From an optimization exercise on the open Yosys and OpenROAD flow, aimed at small area and a short achievable clock period; shortcuts taken in it are not production practice. No functional check of the RTL was part of any run shown here. Power is estimated from default activity; no workload was simulated.

==> flow/design.v (outline; a module is shown in full before it is edited, if it fits) <==
// module add4rpl: 23 lines
// module addsub8: 34 lines
// module alu_log: 23 lines
// module bcd_adj: 52 lines
// module mx81_8: 64 lines
// module rg8l: 19 lines
// module rg8l2: 28 lines
// module s_reg: 51 lines
// module adl_mux: 28 lines
// module adh_mux: 25 lines
// module prog_cnt: 71 lines
// module m6502alu: 127 lines
// module op_dcd: 1209 lines
// module op_sel: 501 lines
// module op_sync: 208 lines
// module m6502_org: 178 lines
module m6502_org (clk,
   addr,
   dataenb,
   datai,
   datao,
   irq_n,
   nmi_n,
   sob_n,
   res_n,
   rdy,
   vpa,
   sync,
   we_n
   );
  // ...
==> flow/flow/run.sh <==
#!/bin/bash
set -e
export BUFFER_PORTS_ARGS="-buffer_cell sky130_fd_sc_hd__buf_2"
bash standard.sh > standard.log 2>&1
==> flow/standard.sh <==
#!/bin/bash
# synth_recipe.tcl (not shown) runs the flow's synth.tcl, then flattens the netlist and writes it again
# the make line also repeats each setting of config.mk as NAME=value (left out here)
make -C /OpenROAD-flow-scripts/flow DESIGN_CONFIG=/design/flow/config.mk WORK_HOME=/design/flow/orfs CLKGATE_MAP_FILE= SYNTH_SCRIPT=/design/flow/synth_recipe.tcl "${@:-finish}"
==> flow/config.mk <==
export PLATFORM = sky130hd
export DESIGN_NAME = m6502_org
export DESIGN_NICKNAME = m6502_org
export VERILOG_FILES = /design/flow/design.v
export SDC_FILE = /design/flow/constraint.sdc
export NUM_CORES = 4
export LEC_CHECK = 0
export ABC_AREA = 1
export CAP_MARGIN = 20
export CORE_MARGIN = 2
export CORE_UTILIZATION = 40
export PLACE_DENSITY = 0.7
export SETUP_SLACK_MARGIN = 5
export SLEW_MARGIN = 20
==> flow/constraint.sdc <==
create_clock -name core_clock -period 10.0 [get_ports {clk}]
set_input_delay 2.0000 -clock core_clock [delete_from_list [all_inputs] [get_ports {clk}]]
set_output_delay 2.0000 -clock core_clock [all_outputs]
set_load 0.01 [all_outputs]
==> impl_metrics.toml, run 1 <==
[run_status]
outcome = "complete, no violations"

[pwr]
seq_power_share = 0.346
p_clk_uw = 647
pwr-share-clk = 0.205
p_per_area_nw_per_um2 = 216
ir_drop_uv = 146

[floorplan]
rows = 66
taps = 442

[global_routing]
grtUsageMet3 = 0.0662
grt_first_pass_wirelength_um = 87100
grt_pass1_vias = 14000
track_usage = 0.330
grt_max_degree = 64

[placed_design]
place_congestion = 1.05

[timing]
whs_ns = 0.355

[min_path]
min_from = "sm.nmi1"
worstHoldEndpoint = "sm.nmi2"

[cts]
holdBufCountCts = 0
cts_buffers = 17

[layout]
fin_cells = 2476
multi_input_area_um2 = 7750
clkbuf_count = 21
clock_cell_area_share = 0.0363

[routing]
dr_wl_met3_um = 5990

[logic_synthesis]
synth.top_cell.area_share = 0.169
syn_inst = 1993

[worst_setup_path]
slowest_delay_ns = 0.56
==> module m6502alu, before the edit <==
module m6502alu (clk,
   datai,
   datao,
   alu_ctl,
   alu_ctl_nx,
   alu_ld,
   alu2op,
   alu_out,
   alu_bin);
input   clk;
input   [7:0] datai;
input   [7:0] datao;
input   [11:0] alu_ctl;
input   [11:0] alu_ctl_nx;    
input   [2:0] alu_ld;
output  [5:0] alu2op;
output  [7:0] alu_out;
output  [7:0] alu_bin;       
reg     [7:0] jreg;
reg     [7:0] kreg;
reg     [7:0] p;       
reg     [7:0] g;       
reg     [7:0] log_b;   
function [7:0] addb;
   input [11:0] ctl;
   input [7:0]  k;
   reg   [7:0]  b;
   begin
      b = ctl[7:6] == 2'b00 ? 8'h00 :
          ctl[7:6] == 2'b01 ? {{7{k[7]}}, 1'b1} : k;
      addb = b ^ {8{ctl[0]}};
   end
endfunction
function [7:0] logb;
   input [11:0] ctl;
   input [7:0]  k;
   reg   [7:0]  b;
   begin
      b = ctl[7:6] == 2'b00 ? 8'h00 :
          ctl[7:6] == 2'b01 ? 8'b1 << ctl[10:8] : k;
      logb = ctl[11] ? ~b : b;
   end
endfunction
wire [7:0] kreg_nx = alu_ld[2] ? datai : kreg;
wire [7:0] jreg_nx = alu_ld[0] | alu_ld[1] ? (alu_ld[0] ? datai : datao) : jreg;
wire [7:0] bx_nx = addb(alu_ctl_nx, kreg_nx);
always @(posedge clk) begin
   if (alu_ld[0] | alu_ld[1])
      jreg <= alu_ld[0] ? datai : datao;
   kreg <= kreg_nx;
   p    <= jreg_nx ^ bx_nx;
   g    <= jreg_nx & bx_nx;
   log_b <= logb(alu_ctl_nx, kreg_nx);
end
wire       sub    = alu_ctl[0];
wire       cin    = alu_ctl[4];
wire       bcd_en = alu_ctl[3];
wire [1:0] bsel   = alu_ctl[7:6];
wire       addbcd = bcd_en & ~sub;
wire       subbcd = bcd_en & sub;
wire c1 = g[0] | p[0] & cin;
wire c2 = g[1] | p[1] & g[0] | p[1] & p[0] & cin;
wire c3 = g[2] | p[2] & g[1] | p[2] & p[1] & g[0] | p[2] & p[1] & p[0] & cin;
wire c4 = g[3] | p[3] & g[2] | p[3] & p[2] & g[1] | p[3] & p[2] & p[1] & g[0] |
          p[3] & p[2] & p[1] & p[0] & cin;           
wire [3:0] sl = p[3:0] ^ {c3, c2, c1, cin};
wire       sl_ge10 = sl[3] & (sl[2] | sl[1]);
wire lo_a6 = addbcd & (c4 | sl_ge10);
wire lo_aa = subbcd & ~c4;
wire [3:0] lo6 = {sl[3] ^ (sl[2] | sl[1]), ~(sl[2] ^ sl[1]), ~sl[1], sl[0]};
wire [3:0] loa = {~(sl[3] ^ (sl[2] & sl[1])), sl[2] ^ sl[1], ~sl[1], sl[0]};
wire [3:0] out_lo = lo_aa ? loa : lo_a6 ? lo6 : sl;
wire       cin4l = addbcd & sl_ge10;
wire h5g = g[4];
wire h5p = p[4];
wire h6g = g[5] | p[5] & g[4];
wire h6p = p[5] & p[4];
wire h7g = g[6] | p[6] & g[5] | p[6] & p[5] & g[4];
wire h7p = p[6] & p[5] & p[4];
wire h8g = g[7] | p[7] & g[6] | p[7] & p[6] & g[5] | p[7] & p[6] & p[5] & g[4];
wire h8p = p[7] & p[6] & p[5] & p[4];
wire [4:0] hs0 = {h8g,       p[7:4] ^ {h7g, h6g, h5g, 1'b0}};
wire [4:0] hs1 = {h8g | h8p, p[7:4] ^ {h7g | h7p, h6g | h6p, h5g | h5p, 1'b1}};
function [4:0] hi_bcd;    
   input [4:0] hs;
   input       m;
   input       aen;
   input       sen;
   reg         hadj, hadj_sub;
   reg   [3:0] hb;
   reg   [4:0] hf;
   begin
      hadj     = aen & (hs[4] | hs[3] & (hs[2] | hs[1] | m & hs[0]));
      hadj_sub = sen & ~hs[4];
      hb       = hadj_sub ? 4'b1010 : hadj ? 4'b0110 : 4'b0000;
      hf       = {1'b0, hs[3:0]} + {1'b0, hb} + {4'b0, m};
      hi_bcd   = {hs[4] | hf[4] & ~hadj_sub, hf[3:0]};
   end
endfunction
wire [4:0] hs  = c4 ? hs1 : hs0;
wire [4:0] hsel = hi_bcd(hs, cin4l, addbcd, subbcd);
wire [3:0] out_hi   = hsel[3:0];
wire       bcd_cout = hsel[4];
wire       add_cout = c4 ? hs1[4] : hs0[4];
wire       add_out7 = c4 ? hs1[3] : hs0[3];
wire [2:0] log_ctl = alu_ctl[2:0];
wire [7:0] log_out = log_ctl == 3'b010 ? {jreg[6:0], cin} :
                     log_ctl == 3'b011 ? {cin, jreg[7:1]} :
                     log_ctl == 3'b100 ? jreg & log_b :
                     log_ctl == 3'b101 ? jreg | log_b :
                     log_ctl == 3'b110 ? jreg ^ log_b :
                     ~jreg & log_b;
wire log_cout = log_ctl == 3'b010 ? jreg[7] : jreg[0];
wire arith = alu_ctl[2:1] == 2'b00;
wire [7:0] alu_outl = alu_ctl[5] ? 8'h00 :
                      arith ? {out_hi, out_lo} : log_out;
assign alu_out = alu_outl;
wire [3:0] hbin_s = c4 ? hs1[3:0] : hs0[3:0];
assign alu_bin = alu_ctl[5] ? 8'h00 :
                 arith ? {hbin_s, sl} : log_out;
wire alu_cout  = arith ? bcd_cout : log_cout;
wire z_flag    = alu_outl == 8'h00;
wire n_flag    = alu_outl[7];
wire v_flag    = (~sub ^ jreg[7] ^ kreg[7]) & (add_out7 ^ jreg[7]);
wire bra_carry = add_cout ^ kreg[7] ^ (&jreg);
assign alu2op = {n_flag, v_flag, add_cout, bra_carry, z_flag, alu_cout};
endmodule  
==> inputs of run 2 (changes only) <==
--- a/flow/design.v
+++ b/flow/design.v
@@ -443,18 +443,17 @@
 input   [11:0] alu_ctl;
 input   [11:0] alu_ctl_nx;    
 input   [2:0] alu_ld;
 output  [5:0] alu2op;
 output  [7:0] alu_out;
 output  [7:0] alu_bin;       
 reg     [7:0] jreg;
 reg     [7:0] kreg;
-reg     [7:0] p;       
-reg     [7:0] g;       
+reg     [7:0] bx;      
 reg     [7:0] log_b;   
 function [7:0] addb;
    input [11:0] ctl;
    input [7:0]  k;
    reg   [7:0]  b;
    begin
       b = ctl[7:6] == 2'b00 ? 8'h00 :
           ctl[7:6] == 2'b01 ? {{7{k[7]}}, 1'b1} : k;
@@ -467,32 +466,31 @@
    reg   [7:0]  b;
    begin
       b = ctl[7:6] == 2'b00 ? 8'h00 :
           ctl[7:6] == 2'b01 ? 8'b1 << ctl[10:8] : k;
       logb = ctl[11] ? ~b : b;
    end
 endfunction
 wire [7:0] kreg_nx = alu_ld[2] ? datai : kreg;
-wire [7:0] jreg_nx = alu_ld[0] | alu_ld[1] ? (alu_ld[0] ? datai : datao) : jreg;
-wire [7:0] bx_nx = addb(alu_ctl_nx, kreg_nx);
 always @(posedge clk) begin
    if (alu_ld[0] | alu_ld[1])
       jreg <= alu_ld[0] ? datai : datao;
    kreg <= kreg_nx;
-   p    <= jreg_nx ^ bx_nx;
-   g    <= jreg_nx & bx_nx;
+   bx   <= addb(alu_ctl_nx, kreg_nx);
    log_b <= logb(alu_ctl_nx, kreg_nx);
 end
 wire       sub    = alu_ctl[0];
 wire       cin    = alu_ctl[4];
 wire       bcd_en = alu_ctl[3];
 wire [1:0] bsel   = alu_ctl[7:6];
 wire       addbcd = bcd_en & ~sub;
 wire       subbcd = bcd_en & sub;
+wire [7:0] p = jreg ^ bx;
+wire [7:0] g = jreg & bx;
 wire c1 = g[0] | p[0] & cin;
 wire c2 = g[1] | p[1] & g[0] | p[1] & p[0] & cin;
 wire c3 = g[2] | p[2] & g[1] | p[2] & p[1] & g[0] | p[2] & p[1] & p[0] & cin;
 wire c4 = g[3] | p[3] & g[2] | p[3] & p[2] & g[1] | p[3] & p[2] & p[1] & g[0] |
           p[3] & p[2] & p[1] & p[0] & cin;           
 wire [3:0] sl = p[3:0] ^ {c3, c2, c1, cin};
 wire       sl_ge10 = sl[3] & (sl[2] | sl[1]);
 wire lo_a6 = addbcd & (c4 | sl_ge10);
@@ -763,17 +761,17 @@
 wire    [2:0] alu_ld; 
 wire    sreg_up; 
 wire    sreg_cen; 
 wire    [6:0] prog_ctl; 
 wire    reset; 
 wire    [6:0] rg_load; 
 reg     [1:0] adl_sel; 
 reg     [3:0] adh_sel; 
-reg     [2:0] domux_sel; 
+wire    [2:0] domux_sel; 
 wire    [7:0] psr; 
 wire    [7:0] opcde; 
 wire    [8:1] cycle; 
 wire    [7:0] opcode;  
 wire    [7:0] opcode_in;  
 wire    opcode_ld;  
 wire    [8:1] state;  
 wire    [8:1] state_in;  
@@ -1724,32 +1722,35 @@
           .type2_calc(type2_read), .type2_write(type2_calc),
           .adl_sel(adl_sel_a), .adh_sel(adh_sel_a), .domux_sel(domux_sel_a), .vpa(vpa_a));
 op_sel sel_b (.opcode(opcode), .state({state[7:1], 1'b 0}),
           .type2_calc(type2_read), .type2_write(type2_calc),
           .adl_sel(adl_sel_b), .adh_sel(adh_sel_b), .domux_sel(domux_sel_b), .vpa(vpa_b));
 op_sel sel_c (.opcode(BRK), .state(state),
           .type2_calc(type2_calc), .type2_write(type2_write),
           .adl_sel(adl_sel_c), .adh_sel(adh_sel_c), .domux_sel(domux_sel_c), .vpa(vpa_c));
+op_sel sel_d (.opcode(opcode), .state(state),
+          .type2_calc(type2_calc), .type2_write(type2_write),
+          .adl_sel(), .adh_sel(), .domux_sel(domux_sel), .vpa());
 always @(posedge clk)
    begin : selr
    if (rdy == 1'b 1)
       begin
       if (opcode_ld == 1'b 1)
          begin
-         adl_sel <= adl_sel_a; adh_sel <= adh_sel_a; domux_sel <= domux_sel_a; vpa <= vpa_a;
+         adl_sel <= adl_sel_a; adh_sel <= adh_sel_a; vpa <= vpa_a;
          end
       else
          begin
-         adl_sel <= adl_sel_b; adh_sel <= adh_sel_b; domux_sel <= domux_sel_b; vpa <= vpa_b;
+         adl_sel <= adl_sel_b; adh_sel <= adh_sel_b; vpa <= vpa_b;
          end
       end
    else if (opcode_ld == 1'b 1)
       begin
-      adl_sel <= adl_sel_c; adh_sel <= adh_sel_c; domux_sel <= domux_sel_c; vpa <= vpa_c;
+      adl_sel <= adl_sel_c; adh_sel <= adh_sel_c; vpa <= vpa_c;
       end
    end
 wire    sync_b;
 op_sync syn_b (.opcode(opcode_ld == 1'b 1 ? BRK : opcode),
           .state(rdy == 1'b 1 ? {state[7:1], 1'b 0} : state),
           .psr(psr_nx),
           .z_flag_f(rdy == 1'b 1 ? alu2op[1] : z_flag_f),
           .branch_carry_f(rdy == 1'b 1 ? alu2op[2] : branch_carry_f),
==> flow/config.mk (replaced) <==
export PLATFORM = sky130hd
export DESIGN_NAME = m6502_org
export DESIGN_NICKNAME = m6502_org
export VERILOG_FILES = /design/flow/design.v
export SDC_FILE = /design/flow/constraint.sdc
export NUM_CORES = 4
export LEC_CHECK = 0
export ABC_AREA = 1
export CAP_MARGIN = 20
export CORE_MARGIN = 2
export CORE_UTILIZATION = 40
export PLACE_DENSITY = 0.6
export SETUP_SLACK_MARGIN = 5
export SLEW_MARGIN = 20
==> impl_metrics.toml, run 2 <==
[run_status]
outcome = "complete, no violations"

[cts]
clock-sinks = 165
cts_max_level = 4
cts_tree = "done"
clk_latency_ns = 0.47
clk_pin_slew_ns = 0.09
cts_buffer_depth = 2
cts_buffers = 17
holdBufCountCts = 0
clock-root-buffer = "clkbuf_16"

[logic_synthesis]
synth.top_cell.area_share = 0.181
synth_edf_count = 80
ys_seq_area_frac = 0.309
synthTopCellsByCount = "570 x nand2_1, 236 x nor2_1, 226 x inv_1, 165 x o21ai_0, 128 x nand3_1"
syn_inst = 2039
ys_ff_latch = 165
synth_area_um2 = 13300
syn_nets = 2098
avgSynthCellArea_um2 = 6.52
yosys_most_used_dff = "dfxtp_1"
ys_types = 66
synthArstFlopShare = 0
synth_warnings = 7
synth_area_leaders = "edfxtp_1 18%, nand2_1 16%, dfxtp_1 13%, nor2_1 6.7%, inv_1 6.4%"
synthMostInstantiatedCell = "nand2_1"
yosys.area.top_type = "edfxtp_1"

[floorplan]
die_y_um = 186
rows = 66
ios = 42
core_area_um2 = 32600
initial_core_util = 0.408
fp.dieW_um = 186
die_area_um2 = 34700

[global_routing]
grt_pass1_vias = 14900
grt_overflow = 0
grt_max_degree = 36
track_usage = 0.357
antenna_found_initial = 0
grt_first_pass_wirelength_um = 93600

[layout]
largest_reg_flops = 16
fillers = 3216
drive_gt1_frac = 0.241
layout.nets = 2309
final_common_cell = "nand2_1"
n_antenna_cell = 0
largest-register = "pc.pc"
reg_top3 = "pc.pc x16, sm.alu_ctl x12"
syn_to_final_growth_pct = 28.7
final_cell_mix = "503 x nand2_1, 216 x inv_1, 192 x nor2_1, 175 x buf_4, 147 x o21ai_0"

[timing]
fin_tns_setup_ns = 0
rsz0062_at_grt = "yes"
tightest_slew_ns = 1.00
finClkSkew_ns = 0.0301
whs_ns = 0.355
slew_viol_final = 0
max_freq_mhz = 182
finalCritPeriodShare = 0.550
hold_viol = 0
slew_headroom = 0.324
setup_viol = 0
period_needed_ns = 5.50

[routing]
routedWlPerCell_um = 23.8
drt_iter0_drc = 2103
ant_nets = 0
via_per_inst = 5.96
via_count = 16100
firstDrtPassIters = 8
drc = 0
wl_um = 64300

[worst_setup_path]
crit_path_end_kind = "output port"
criticalPathCategory = "reg -> out"
required_ns = 8.00
cp_max_fo = 8
timing.rr.end = "sm.syncl"
r2r_cells = 44
r2r_slack_ns = 4.63
crit_end = "datao[3]"
startpoint_type = "flip-flop"
arrival_ns = 3.50
crit_start = "sm.opcd.ido[7]"
r2r-start = "sm.opcd.ido[0]"

[flow_run]
drv_cap = 0

[placed_design]
port_buffers = 41
place_congestion = 1.03
hpwl_um = 46500

[pwr]
p_total_uw = 3900
ir_drop_uv = 142
p_per_area_nw_per_um2 = 228
p_leak_uw = 0.00799

[min_path]
worst_hold_path_type = "reg -> reg"
==> run 2: logic make-up after synthesis <==
logic type	Yosys count	synth area share
simple gates	1105	0.365
fa+ha+maj	45	0.0440
flops	165	0.309
buf+inv	313	0.0929
mux	1	0.000753
xor+xnor	39	0.0257
compound gates	371	0.163
==> run 2: layout make-up <==
| cell class | instances | area [µm²] | share of cell area |
|---|---|---|---|
| clock inverter | 13 | 126 | 0.00739 |
| multi-input combinational | 1562 | 8920 | 0.521 |
| inverter | 259 | 1020 | 0.0595 |
| tap | 442 | 553 | 0.0323 |
| timing repair buffer | 245 | 1950 | 0.114 |
| clock buffer | 19 | 433 | 0.0253 |
| sequential | 165 | 4110 | 0.240 |
==> run 2: worst min-delay path by stage <==
stage | start | end | cells after the start
2_1_floorplan | sm.nmi1 | sm.nmi2 | 0
3_3_place_gp | sm.nmi1 | sm.nmi2 | 0
3_5_place_dp | sm.nmi1 | sm.nmi2 | 0
4_1_cts | sm.nmi1 | sm.nmi2 | 0
5_1_grt | sm.nmi1 | sm.nmi2 | 0
6_report | sm.nmi1 | sm.nmi2 | 0
==> run 2: worst max-delay path, stage by stage, from the launching register on <==
cell      delay, ns
edfxtp_1       0.58
nand2_4        0.16
buf_12         0.16
nor2_4         0.24
buf_4          0.17
o21ai_2        0.09
nand2_1        0.12
nand2_1        0.05
nand2_1        0.20
inv_1          0.11
nand2_4        0.12
nor2_8         0.07
buf_6          0.13
nor2_8         0.17
nand2_2        0.09
nor2_2         0.11
nor2_1         0.05
nand2_1        0.11
nand2_2        0.07
o31ai_2        0.06
buf_2          0.17
==> run 2: routing by layer <==
layer,track usage,vias to the layer above,share of wire
met3,0.0585,275,0.092
met2,0.561,1086,0.44
met4,0.219,0,0.071
met5,0,-,0
met1,0.459,7571,0.40
li1,-,7192,-
==> run 2: report_power, final <==
group	switching [µW]	internal [µW]
Sequential	147	916
Combinational	1390	780
Clock	320	346
==> run 2: stage by stage <==
step	worst slack (ns)	cells	util	cell area (µm²)
finish	4.50	2705	0.525	17100
CTS	4.63	2643	0.494	16100
floorplan	5.52	2039	-	13300
detailed placement	4.10	2479	0.426	13900
global route	4.37	2705	0.525	17100
global placement	4.18	2479	0.426	13900
==> run 2: timing repair <==
action,4_1_cts,5_1_grt
setup endpoints to repair,29,63
resized for setup,173,127
buffers inserted,131,61
endpoints found under the hold margin,0,0
pin swaps,62,87
gates cloned,1,0

## re-timing with driven ports
No port has a modelled driver above. Below, the same layouts with a new extraction and two added sets of constraints. Step 1 sets driving cells, clkbuf_16 on the clock port and buf_2 on the other inputs (assumed; they add their load-dependent delay and slew). Step 2 also shifts input and output timing later by t, the mid clock arrival at the registers, as if the neighbouring blocks saw the same clock. a / b / c = no drivers / after step 1 / after step 2; a / b = the first two.
| run | shift t [ns] | setup slack, ns | hold WS [ns] | latest minus earliest clock arrival (ns) | worst register clock-pin slew, ns |
|---|---|---|---|---|---|
| run 1 | 0.508 | 5.049 / 4.992 / 4.985 | 0.355 / 0.355 / 0.355 | 0.015 / 0.014 | 0.08 / 0.08 |
| run 2 | 0.504 | 4.497 / 4.446 / 4.630 | 0.355 / 0.355 / 0.355 | 0.030 / 0.030 | 0.09 / 0.09 |
After both steps every run listed still meets setup and hold. The setup slack of run 1, which loses most, moves by -0.057 ns with the drivers and by -0.064 ns with both steps.
